Background: an optimization exercise with open tools, aiming at small area, a short achievable clock period and few clock cycles per item. Do not read the settings as production practice.
Only simulation tests tie the RTL to the original design; equivalence was not proved.

==> flow/design.v (excerpt) <==
module sm4_top (
    clk,rst,start,i_plaintext,i_key,
    o_data,o_done
);
Size in the first run: roughly 3200 cells after synthesis, roughly 430 flip-flops, roughly 7 I/O pins, roughly 0.023 mm2 of cells after synthesis.
Settings: LEC_CHECK=0, ABC_AREA=1, CAP_MARGIN=20, CORE_MARGIN=2, CORE_UTILIZATION=40, CTS_CLUSTER_DIAMETER=100, CTS_CLUSTER_SIZE=30, SETUP_SLACK_MARGIN=4.1, SLEW_MARGIN=20; clock period 6.5 ns.
standard.sh (not shown) runs the stock make flow with config.mk's settings and CLKGATE_MAP_FILE= SYNTH_SCRIPT=/design/flow/synth_recipe.tcl, a recipe that flattens the netlist after the stock synthesis.
==> flow/flow/run.sh <==
#!/bin/bash
# The standard ORFS layout (standard.sh), with two synthesis changes:
#  - ADDER_MAP_FILE empty: Yosys's full/half-adder extraction would turn the
#    XOR/AND pairs of the S-box and linear layers into slow adder cells that
#    ABC cannot restructure.
#  - the 3-input XOR/XNOR cells are added to DONT_USE_CELLS (on top of the
#    platform's list): ABC chains them in the linear layers, and they are
#    slower than trees of 2-input XORs.
set -euo pipefail
PLATFORM_DONT_USE=$(sed -n '/^export DONT_USE_CELLS += /,/^#/p' \
    "$FLOW_HOME/platforms/sky130hd/config.mk" | grep -o 'sky130_fd_sc_hd__[a-z0-9_]*' | tr '\n' ' ')
EXTRA="sky130_fd_sc_hd__xor3_1 sky130_fd_sc_hd__xor3_2 sky130_fd_sc_hd__xor3_4 sky130_fd_sc_hd__xnor3_1 sky130_fd_sc_hd__xnor3_2 sky130_fd_sc_hd__xnor3_4"
bash standard.sh ADDER_MAP_FILE= "DONT_USE_CELLS=$PLATFORM_DONT_USE $EXTRA" finish > standard.log 2>&1
The starting point ran to the end with no violations.
Testbench counts at the start, summed over its fixed seeds: cycles 22,848, blocks 64.
==> next run, changes <==
--- a/flow/design.v
+++ b/flow/design.v
@@ -152,25 +152,25 @@
     reg             data_r;
     reg             comp;    
     reg             outp;    
     reg             wk;      
     reg             wd;      
     reg             krot;    
     reg             kins;    
     reg             klate;   
     reg             kd;
     reg     [31:0]  kr0, kr1, kr2, kr3;
     reg     [31:0]  dr0, dr1, dr2, dr3;
     reg     [31:0]  pre;     
-    reg     [71:0]  s1g;     
+    reg     [31:0]  s1b;     
     reg     [15:0]  s1p;     
     reg     [31:0]  s2s;     
     reg  [31:0] ck;
     always @(*) begin
         case (rnd)
             5'd0: ck = 32'h00070e15;
             5'd1: ck = 32'h1c232a31;
             5'd2: ck = 32'h383f464d;
             5'd3: ck = 32'h545b6269;
             5'd4: ck = 32'h70777e85;
             5'd5: ck = 32'h8c939aa1;
             5'd6: ck = 32'ha8afb6bd;
@@ -199,47 +199,47 @@
             5'd29: ck = 32'h2c333a41;
             5'd30: ck = 32'h484f565d;
             5'd31: ck = 32'h646b7279;
         endcase
     end
     always @(posedge clk) begin
         if (m3 == 2'd2)
             pre <= kr1 ^ kr2 ^ ck ^ dr3;
         else
             pre <= dr1 ^ dr2 ^ kr0 ^ kr3;
     end
     wire [31:0] b = pre ^ kr0 ^ dr0;
-    wire [15:0] p1;
-    wire [71:0] gm1;
+    wire [31:0] p1;
     genvar gi;
     generate
         for (gi = 0; gi < 4; gi = gi + 1) begin : st1
             wire [7:0] g;
             wire [9:0] m;
             sbox_lin lin(.b(b[8*gi+7:8*gi]), .g(g), .m(m));
             sbox_mul mul(.g(g), .m(m), .p(p1[4*gi+3:4*gi]));
-            assign gm1[18*gi+17:18*gi] = {g, m};
         end
     endgenerate
     always @(posedge clk) begin
-        s1g <= gm1;
+        s1b <= b;
         s1p <= p1;
     end
     wire [31:0] s;
     generate
         for (gi = 0; gi < 4; gi = gi + 1) begin : st2
+            wire [7:0] g;
+            wire [9:0] m;
             wire [3:0] l;
+            sbox_lin lin(.b(s1b[8*gi+7:8*gi]), .g(g), .m(m));
             sbox_inv inv(.p(s1p[4*gi+3:4*gi]), .l(l));
-            sbox_bot bot(.g(s1g[18*gi+17:18*gi+10]), .m(s1g[18*gi+9:18*gi]), .l(l),
-                         .Sb(s[8*gi+7:8*gi]));
+            sbox_bot bot(.g(g), .m(m), .l(l), .Sb(s[8*gi+7:8*gi]));
         end
     endgenerate
     always @(posedge clk) begin
         s2s <= s;
     end
     wire [31:0] lk = s2s ^ {s2s[18:0], s2s[31:19]} ^ {s2s[8:0], s2s[31:9]};
     wire [31:0] ld = s2s ^ {s2s[29:0], s2s[31:30]} ^ {s2s[21:0], s2s[31:22]}
                          ^ {s2s[13:0], s2s[31:14]} ^ {s2s[7:0], s2s[31:8]};
     wire [31:0] nk = kr3 ^ lk;
     wire [31:0] nd = dr3 ^ ld;
     wire fk = FK[7'd127 - cnt];
     wire kbit = i_key ^ fk;
Cell area grows by 0.75%. Clock skew shrinks by 0.0053 ns. Clock-buffer cell count shrinks by 5. Synthesized cell count grows by 6.9%. Setup slack loses 0.019 ns. Maximum frequency shrinks by 0.80%. Die area shrinks by 1.2%. Synthesized area shrinks by 1.2%.
Testbench counts after the change, summed over its fixed seeds: cycles 22,848, blocks 64.

-- port drivers added, routing unchanged --
No port has a modelled driver above. Below, the same layouts with a new extraction and two added sets of constraints. Step 1 assumes that a clkbuf_16 drives the clock port and a buf_2 every other input. Step 2 also shifts input and output timing later by t, the mid clock arrival at the registers, as if the neighbouring blocks saw the same clock. a / b / c = no drivers / after step 1 / after step 2; a / b = the first two.
| run | shift t [ns] | setup slack, ns | hold WS [ns] |
|---|---|---|---|
| the first run | 0.617 | 4.157 / 4.097 / 3.652 | 0.343 / 0.343 / 0.343 |
| the second run | 0.605 | 4.138 / 4.079 / 3.666 | 0.361 / 0.361 / 0.361 |
After both steps every run listed still meets setup and hold. For the first run, which loses most, drivers alone change the setup slack by -0.060 ns; drivers and shift together by -0.505 ns.
